This design comes from an exercise in tuning for small area and a short achievable clock period on the open sky130 flow, not from production work. Where RTL was checked, it was by simulation tests only, not by an equivalence proof against the original. Power figures rest on the tool's default switching activity, not on a simulated workload.

==> v6 <==
Design ALU_TOP, start of the top module:
module ALU_TOP #(parameter width = 16)
(
    input wire [width-1:0] A, B,
    input wire [3:0] ALU_FUN,
    input wire CLK, RST,
    output wire [(width*2)-1:0] Arith_OUT,
    output wire [width-1:0] Logic_OUT, CMP_OUT,
    output wire [width:0] SHIFT_OUT,
    output wire Carry_OUT, Arith_Flag, Logic_Flag, CMP_Flag, SHIFT_Flag
);
Settings: LEC_CHECK=0, ABC_AREA=1, ABC_CLOCK_PERIOD_IN_PS=90000, CAP_MARGIN=20, CORE_MARGIN=2, CORE_UTILIZATION=40, PLACE_DENSITY=0.75, SLEW_MARGIN=20; clock period 90.0 ns.
standard.sh (not shown) runs the stock make flow with config.mk's settings and CLKGATE_MAP_FILE= SYNTH_SCRIPT=/design/flow/synth_recipe.tcl, a recipe that flattens the netlist after the stock synthesis.
==> flow/flow/run.sh <==
#!/bin/bash
# The standard layout (the standard.sh: ORFS synthesis through finish).
# The one change: every input and output port still gets its own buffer, but a
# plain sky130_fd_sc_hd__buf_1 instead of the delay cell buffer_ports picks by itself.
set -euo pipefail
export BUFFER_PORTS_ARGS="-buffer_cell sky130_fd_sc_hd__buf_1"
bash standard.sh > standard.log 2>&1
==> v20 (differences from v6) <==
--- a/flow/config.mk
+++ b/flow/config.mk
@@ -10,5 +10,5 @@
 export CAP_MARGIN = 20
 export CORE_MARGIN = 2
-export CORE_UTILIZATION = 40
+export CORE_UTILIZATION = 55
 export PLACE_DENSITY = 0.75
 export SLEW_MARGIN = 20
==> v1 (differences from v6) <==
--- a/flow/config.mk
+++ b/flow/config.mk
@@ -11,4 +11,4 @@
 export CORE_MARGIN = 2
 export CORE_UTILIZATION = 40
-export PLACE_DENSITY = 0.75
+export PLACE_DENSITY = 0.85
 export SLEW_MARGIN = 20
==> v16 (differences from v6) <==
--- a/flow/config.mk
+++ b/flow/config.mk
@@ -11,4 +11,6 @@
 export CORE_MARGIN = 2
 export CORE_UTILIZATION = 40
+export CTS_BUF_LIST = sky130_fd_sc_hd__clkbuf_8
+export CTS_CLUSTER_SIZE = 8
 export PLACE_DENSITY = 0.75
 export SLEW_MARGIN = 20
==> comparison table <==
quantity	v20	v6	v16	v1
Result of the run	finished clean	finished clean	finished clean	finished clean
Sw Share	55.7%	52.9%	54.0%	52.7%
Fraction of layout cells with a size suffix above 1	10.3%	10.1%	10.1%	10.0%
Count of filler cells inserted in the layout	2832	4281	4299	4200
Sequential Power Share	8.3%	9.7%	9.9%	9.8%
Area after DPL	17200 sq um	17300 sq um	17300 sq um	17300 sq um
Slew at the pin closest to its max-slew limit	1130 ps	1100 ps	1070 ps	1140 ps
Routability-driven placement congestion ratio	0.977	1.01	1.01	1.01
Tap cell count	390	532	532	532
Sequential-cell power consumption	0.0370 mW	0.0375 mW	0.0374 mW	0.0376 mW
Slew headroom	24.7%	26.5%	28.3%	23.9%
Final-layout clock-cell area share	1.78%	1.77%	1.20%	1.77%
Clock network power	0.0380 mW	0.0394 mW	0.0293 mW	0.0383 mW
Global routing met1 resource utilization	44.2%	30.9%	30.7%	30.6%
Worst Path Max Fanout	22	27	27	26
CP arrival	36810 ps	36400 ps	36400 ps	36340 ps
Uppermost signal routing layer after detailed routing	met4	met5	met5	met5
Crit path setup slack, layout	53390 ps	53830 ps	53870 ps	53880 ps
Fraction of standard cell area in multi-input logic	73.2%	72.6%	73.0%	72.7%
Clock power frac	8.5%	10.2%	7.8%	9.9%
WL per Instance	19.2 um	17.5 um	17.5 um	17.6 um

========
==> inputs of exp/willow <==
ALU_TOP, a different RTL version from the one above (not shown whole).
clock: 90.0 ns
lec_check: 0
abc_area: 1
abc_clock_period_in_ps: 90000
cap_margin: 20
core_margin: 2
core_utilization: 40
place_density: 0.75
slew_margin: 20
run.sh (not shown) runs the stock make flow with config.mk's settings and CLKGATE_MAP_FILE= SYNTH_SCRIPT=/design/flow/synth_recipe.tcl, a recipe that flattens the netlist after the stock synthesis.
Stock flow here: none of the scripts above is used.
==> exp/raven: changes against exp/willow <==
--- a/flow/config.mk
+++ b/flow/config.mk
@@ -11,4 +11,4 @@
 export CORE_MARGIN = 2
-export CORE_UTILIZATION = 40
-export PLACE_DENSITY = 0.75
+export CORE_UTILIZATION = 65
+export PLACE_DENSITY = 0.8
 export SLEW_MARGIN = 20
==> exp/sierra: changes against exp/willow <==
==> flow/flow/run.sh (new file) <==
#!/bin/bash
# The standard layout (the standard.sh: ORFS synthesis through finish), with
# ORFS's timing repair asked for extra setup slack.  The clock period and the
# constraints are the design's; the margin only makes repair_timing work on the
# paths to the registers, which otherwise have slack to spare.
set -euo pipefail
export SETUP_SLACK_MARGIN=55
bash standard.sh > standard.log 2>&1
==> flow/standard.sh (new file) <==
#!/bin/bash
# synth_recipe.tcl (not shown) runs the flow's synth.tcl, then flattens the netlist and writes it again
# the make line also repeats each setting of config.mk as NAME=value (left out here)
make -C /OpenROAD-flow-scripts/flow DESIGN_CONFIG=/design/flow/config.mk WORK_HOME=/design/flow/orfs CLKGATE_MAP_FILE= SYNTH_SCRIPT=/design/flow/synth_recipe.tcl "${@:-finish}"
--- a/flow/config.mk
+++ b/flow/config.mk
@@ -12,3 +12,3 @@
 export CORE_UTILIZATION = 40
-export PLACE_DENSITY = 0.75
 export SLEW_MARGIN = 20
+export TNS_END_PERCENT = 0
removed: flow/run.sh
==> flow_summary.ini <==
[run_status]
status = complete, no violations

[global_routing]
grt_pass1_wl_mm = 98.53
grt_use_met2_pct = 72.17

[placement]
placed_cells = 3208

[detailed_routing]
highest_layer = met4
avgRoutedWirePerCell_um = 19.90

[cells_and_area]
drive_gt1_share_pct = 9.909

[power_and_ir_drop]
clk-power_mw = 0.0412

[die]
start_util_pct = 65.94
dieArea_um2 = 29540
The numbers above come from exp/raven.

==> flow_summary.ini <==
[die]
start_util_pct = 40.45

[detailed_routing]
highest_layer = met5

[placement]
placed_cells = 3424

[global_routing]
grt_use_met2_pct = 41.09
grt_pass1_wl_mm = 93.43

[cells_and_area]
seq_cell_count = 71
n_all_inverters = 401
drive_gt1_share_pct = 9.718

[run_status]
status = complete, no violations

[power_and_ir_drop]
clk-power_mw = 0.0397
The numbers above come from exp/willow.

==> flow_summary.ini <==
[detailed_routing]
highest_layer = met4
avgRoutedWirePerCell_um = 19.62

[placement]
placed_cells = 3427

[power_and_ir_drop]
clk-power_mw = 0.0382

[global_routing]
grt_use_met2_pct = 47.47

[run_status]
status = complete, no violations
The numbers above come from exp/sierra.


========
==> wip/nickel <==
Another version of the RTL of ALU_TOP (not shown whole).
Settings: LEC_CHECK=0, ABC_AREA=1, ABC_CLOCK_PERIOD_IN_PS=90000, CAP_MARGIN=20, CORE_MARGIN=2, CORE_UTILIZATION=40, CTS_BUF_LIST=sky130_fd_sc_hd__clkbuf_8, CTS_CLUSTER_SIZE=10, PLACE_DENSITY=0.75, SLEW_MARGIN=20; clock period 90.0 ns.
standard.sh (not shown) runs the stock make flow with config.mk's settings and CLKGATE_MAP_FILE= SYNTH_SCRIPT=/design/flow/synth_recipe.tcl, a recipe that flattens the netlist after the stock synthesis.
==> flow/flow/run.sh <==
#!/bin/bash
# The standard layout (the standard.sh: ORFS synthesis through finish).
# The one change: every input and output port still gets its own buffer, but a
# plain sky130_fd_sc_hd__buf_1 instead of the delay cell buffer_ports picks by itself.
set -euo pipefail
export BUFFER_PORTS_ARGS="-buffer_cell sky130_fd_sc_hd__buf_1"
bash standard.sh > standard.log 2>&1
==> wip/cedar (differences from wip/nickel) <==
- CTS_BUF_LIST: sky130_fd_sc_hd__clkbuf_8 -> unset
- CTS_CLUSTER_SIZE: 10 -> unset
==> comparison table <==
Sum of internal, switching and leakage power: wip/cedar 0.4376 mW; wip/nickel 0.4272 mW
Combinational power share: wip/cedar 81.8%; wip/nickel 83.7%
Crit path arrival time: wip/cedar 35.10 ns; wip/nickel 35.19 ns
Global-route track usage on met1: wip/cedar 33.35%; wip/nickel 33.50%
Clock tree root driver cell: wip/cedar sky130_fd_sc_hd__clkbuf_16; wip/nickel sky130_fd_sc_hd__clkbuf_8
Maximum resistive drop on vdd: wip/cedar 0.02552 mV; wip/nickel 0.02519 mV
Hold Slack: wip/cedar 17.48 ns; wip/nickel 17.42 ns
Filler Cells Inserted: wip/cedar 4,668; wip/nickel 4,684
Total routed wirelength: wip/cedar 62,520 µm; wip/nickel 62,400 µm
WL per Instance: wip/cedar 18.29 µm; wip/nickel 18.25 µm
Sum of met3 wire segment lengths after detailed routing: wip/cedar 5960 µm; wip/nickel 6086 µm
Outcome: wip/cedar timing/DRC/antenna clean; wip/nickel timing/DRC/antenna clean
Critical path buffer and inverter count: wip/cedar 13; wip/nickel 14
Data required time at the worst endpoint: wip/cedar 90.24 ns; wip/nickel 90.28 ns
Register clock-pin slew on the reported worst setup and hold paths: wip/cedar 0.09 ns; wip/nickel 0.13 ns
Switching power share of the total: wip/cedar 54.90%; wip/nickel 55.90%
Timing-limited maximum frequency: wip/cedar 28.69 MHz; wip/nickel 28.65 MHz
No run of this note included a check of the RTL's function; only the layout flow was run.

========
==> inputs of fjord <==
RTL: one of the versions met above, not the one the previous note started from.
## ALU_TOP
module ALU_TOP #(parameter width = 16)
(
    input wire [width-1:0] A, B,
    input wire [3:0] ALU_FUN,
    input wire CLK, RST,
    output wire [(width*2)-1:0] Arith_OUT,
    output wire [width-1:0] Logic_OUT, CMP_OUT,
    output wire [width:0] SHIFT_OUT,
    output wire Carry_OUT, Arith_Flag, Logic_Flag, CMP_Flag, SHIFT_Flag
);
    wire Arith_Enable, Logic_Enable, CMP_Enable, SHIFT_Enable;
    wire A_eq_B, A_lt_B;
    wire [1:0] ALU_FUN_Upper, ALU_FUN_Lower;
    assign ALU_FUN_Upper = ALU_FUN[3:2];
    assign ALU_FUN_Lower = ALU_FUN[1:0];
    Decoder Decoder(.ALU_FUN_Upper(ALU_FUN_Upper), .Arith_Enable(Arith_Enable), .Logic_Enable(Logic_Enable), .CMP_Enable(CMP_Enable), .SHIFT_Enable(SHIFT_Enable));
    ARITHMETIC_UNIT #(.width(width)) ARITHMETIC_UNIT(.A(A), .B(B), .ALU_FUN(ALU_FUN), .Arith_Enable(Arith_Enable), .CLK(CLK), .RST(RST), .Arith_OUT(Arith_OUT), .Carry_OUT(Carry_OUT), .Arith_Flag(Arith_Flag), .A_eq_B(A_eq_B), .A_lt_B(A_lt_B));
    lOGIC_UNIT #(.width(width)) lOGIC_UNIT(.A(A), .B(B), .ALU_FUN_Lower(ALU_FUN_Lower), .Logic_Enable(Logic_Enable), .CLK(CLK), .RST(RST), .Logic_OUT(Logic_OUT), .Logic_Flag(Logic_Flag));
    CMP_UNIT #(.width(width)) CMP_UNIT(.A_eq_B(A_eq_B), .A_lt_B(A_lt_B), .ALU_FUN_Lower(ALU_FUN_Lower), .CMP_Enable(CMP_Enable), .CLK(CLK), .RST(RST), .CMP_OUT(CMP_OUT), .CMP_Flag(CMP_Flag));
  ...
Settings: LEC_CHECK=0, ABC_AREA=1, ABC_CLOCK_PERIOD_IN_PS=90000, CAP_MARGIN=20, CORE_MARGIN=2, CORE_UTILIZATION=40, SLEW_MARGIN=20; clock period 90.0 ns.
run.sh (not shown) runs the stock make flow with config.mk's settings and CLKGATE_MAP_FILE= SYNTH_SCRIPT=/design/flow/synth_recipe.tcl, a recipe that flattens the netlist after the stock synthesis.
Stock flow here: none of the scripts above is used.
==> harbor (differences from fjord) <==
==> flow/flow/run.sh (new file) <==
#!/bin/bash
# The standard layout (the standard.sh: ORFS synthesis through finish), with
# ORFS's timing repair asked for extra setup slack.  The clock period and the
# constraints are the design's; the margin only makes repair_timing work on the
# paths to the registers, which otherwise have slack to spare.
set -euo pipefail
export SETUP_SLACK_MARGIN=56
bash standard.sh > standard.log 2>&1
==> flow/standard.sh (new file) <==
#!/bin/bash
# synth_recipe.tcl (not shown) runs the flow's synth.tcl, then flattens the netlist and writes it again
# the make line also repeats each setting of config.mk as NAME=value (left out here)
make -C /OpenROAD-flow-scripts/flow DESIGN_CONFIG=/design/flow/config.mk WORK_HOME=/design/flow/orfs CLKGATE_MAP_FILE= SYNTH_SCRIPT=/design/flow/synth_recipe.tcl "${@:-finish}"
removed: flow/run.sh
==> comparison <==
- fjord ran to the end with no violations. harbor went through all stages and came out clean.
- Between fjord and harbor, the lower critical path depth is in fjord (gap 1).
- Clock-buffer cell count is the same in harbor and fjord.
- In fjord the power is lower than in harbor, by about 10%.
- Against fjord, the non-clock buffer count of harbor is higher by 158.
- Against fjord, the sequential share of layout area of harbor is lower by 1.4 points.
- In clock power, harbor and fjord hardly differ.
- Flip-flop and latch count is the same in harbor and fjord.
==> figures <==
|  | fjord | harbor |
|---|---|---|
| Vias per cell | 5.58 | 5.70 |
| Amount of wire on met3 after detailed routing | 4.79 mm | 5.84 mm |
| Iteration-0 DRC Markers | 1832 | 1926 |
| Timing startpoint of the critical path | B[15] | A[7] |
| Total power of the final layout | 462 uW | 513 uW |
| CP Max Fanout | 25 | 19 |
| Post-route design area | 19700 um^2 | 23200 um^2 |
| Relative contribution of sequential cells to total power | 8.1% | 7.3% |
| Buffers & Inverters on Critical Path | 16 | 12 |
| Post-cts sizing count | 0 | 99 |
| Fin cells | 3443 | 3620 |
| Run status | finished clean | finished clean |
| Routed via count | 19200 | 20600 |
| Logic pwr share | 83.6% | 85.3% |
| Slowest stage cell on the critical path | sky130_fd_sc_hd__a21oi_1 | sky130_fd_sc_hd__dlygate4sd2_1 |
| Static leakage power | 0.0101 uW | 0.0113 uW |

-- port drivers added, routing unchanged --
The flow's constraints put no driver on any port. The routed layouts listed below were extracted and timed again, unchanged, in two steps.
Step 1 (the two cells are an assumption about what drives the block):
set clk [get_ports {CLK}]
set_driving_cell -lib_cell sky130_fd_sc_hd__clkbuf_16 $clk
set_driving_cell -lib_cell sky130_fd_sc_hd__buf_2 [delete_from_list [all_inputs] $clk]
Step 2, shift: input delay + t, output delay - t, t = (earliest + latest rising clock arrival at the registers) / 2. This alone moves slack from input paths to output paths.
Slacks: no drivers / after step 1 / after step 2; pairs: no drivers / after step 1.
| run | t (ns) | setup slack, ns | worst slew at a driven data input, ns |
|---|---|---|---|
| v6 | 0.412 | 53.831 / 53.854 / 53.442 | 0.12 |
| v20 | 0.378 | 53.387 / 53.407 / 53.029 | 0.07 |
| v1 | 0.394 | 53.880 / 53.897 / 53.503 | 0.10 |
| v16 | 0.433 | 53.868 / 53.884 / 53.451 | 0.10 |
| exp/willow | 0.430 | 53.512 / 53.542 / 53.112 | 0.15 |
| exp/raven | 0.408 | 53.023 / 53.047 / 52.639 | 0.09 |
| exp/sierra | 0.416 | 56.246 / 56.270 / 55.854 | 0.11 |
| wip/nickel | 0.442 | 55.091 / 55.109 / 54.667 | 0.12 |
| wip/cedar | 0.406 | 55.142 / 55.166 / 54.759 | 0.12 |
| fjord | 0.413 | 53.248 / 53.275 / 52.862 | 0.10 |
| harbor | 0.417 | 56.559 / 56.581 / 56.164 | 0.11 |
After both steps setup and hold are still met in every run listed. For wip/nickel, which loses most, drivers alone change the setup slack by +0.018 ns; drivers and shift together by -0.424 ns.
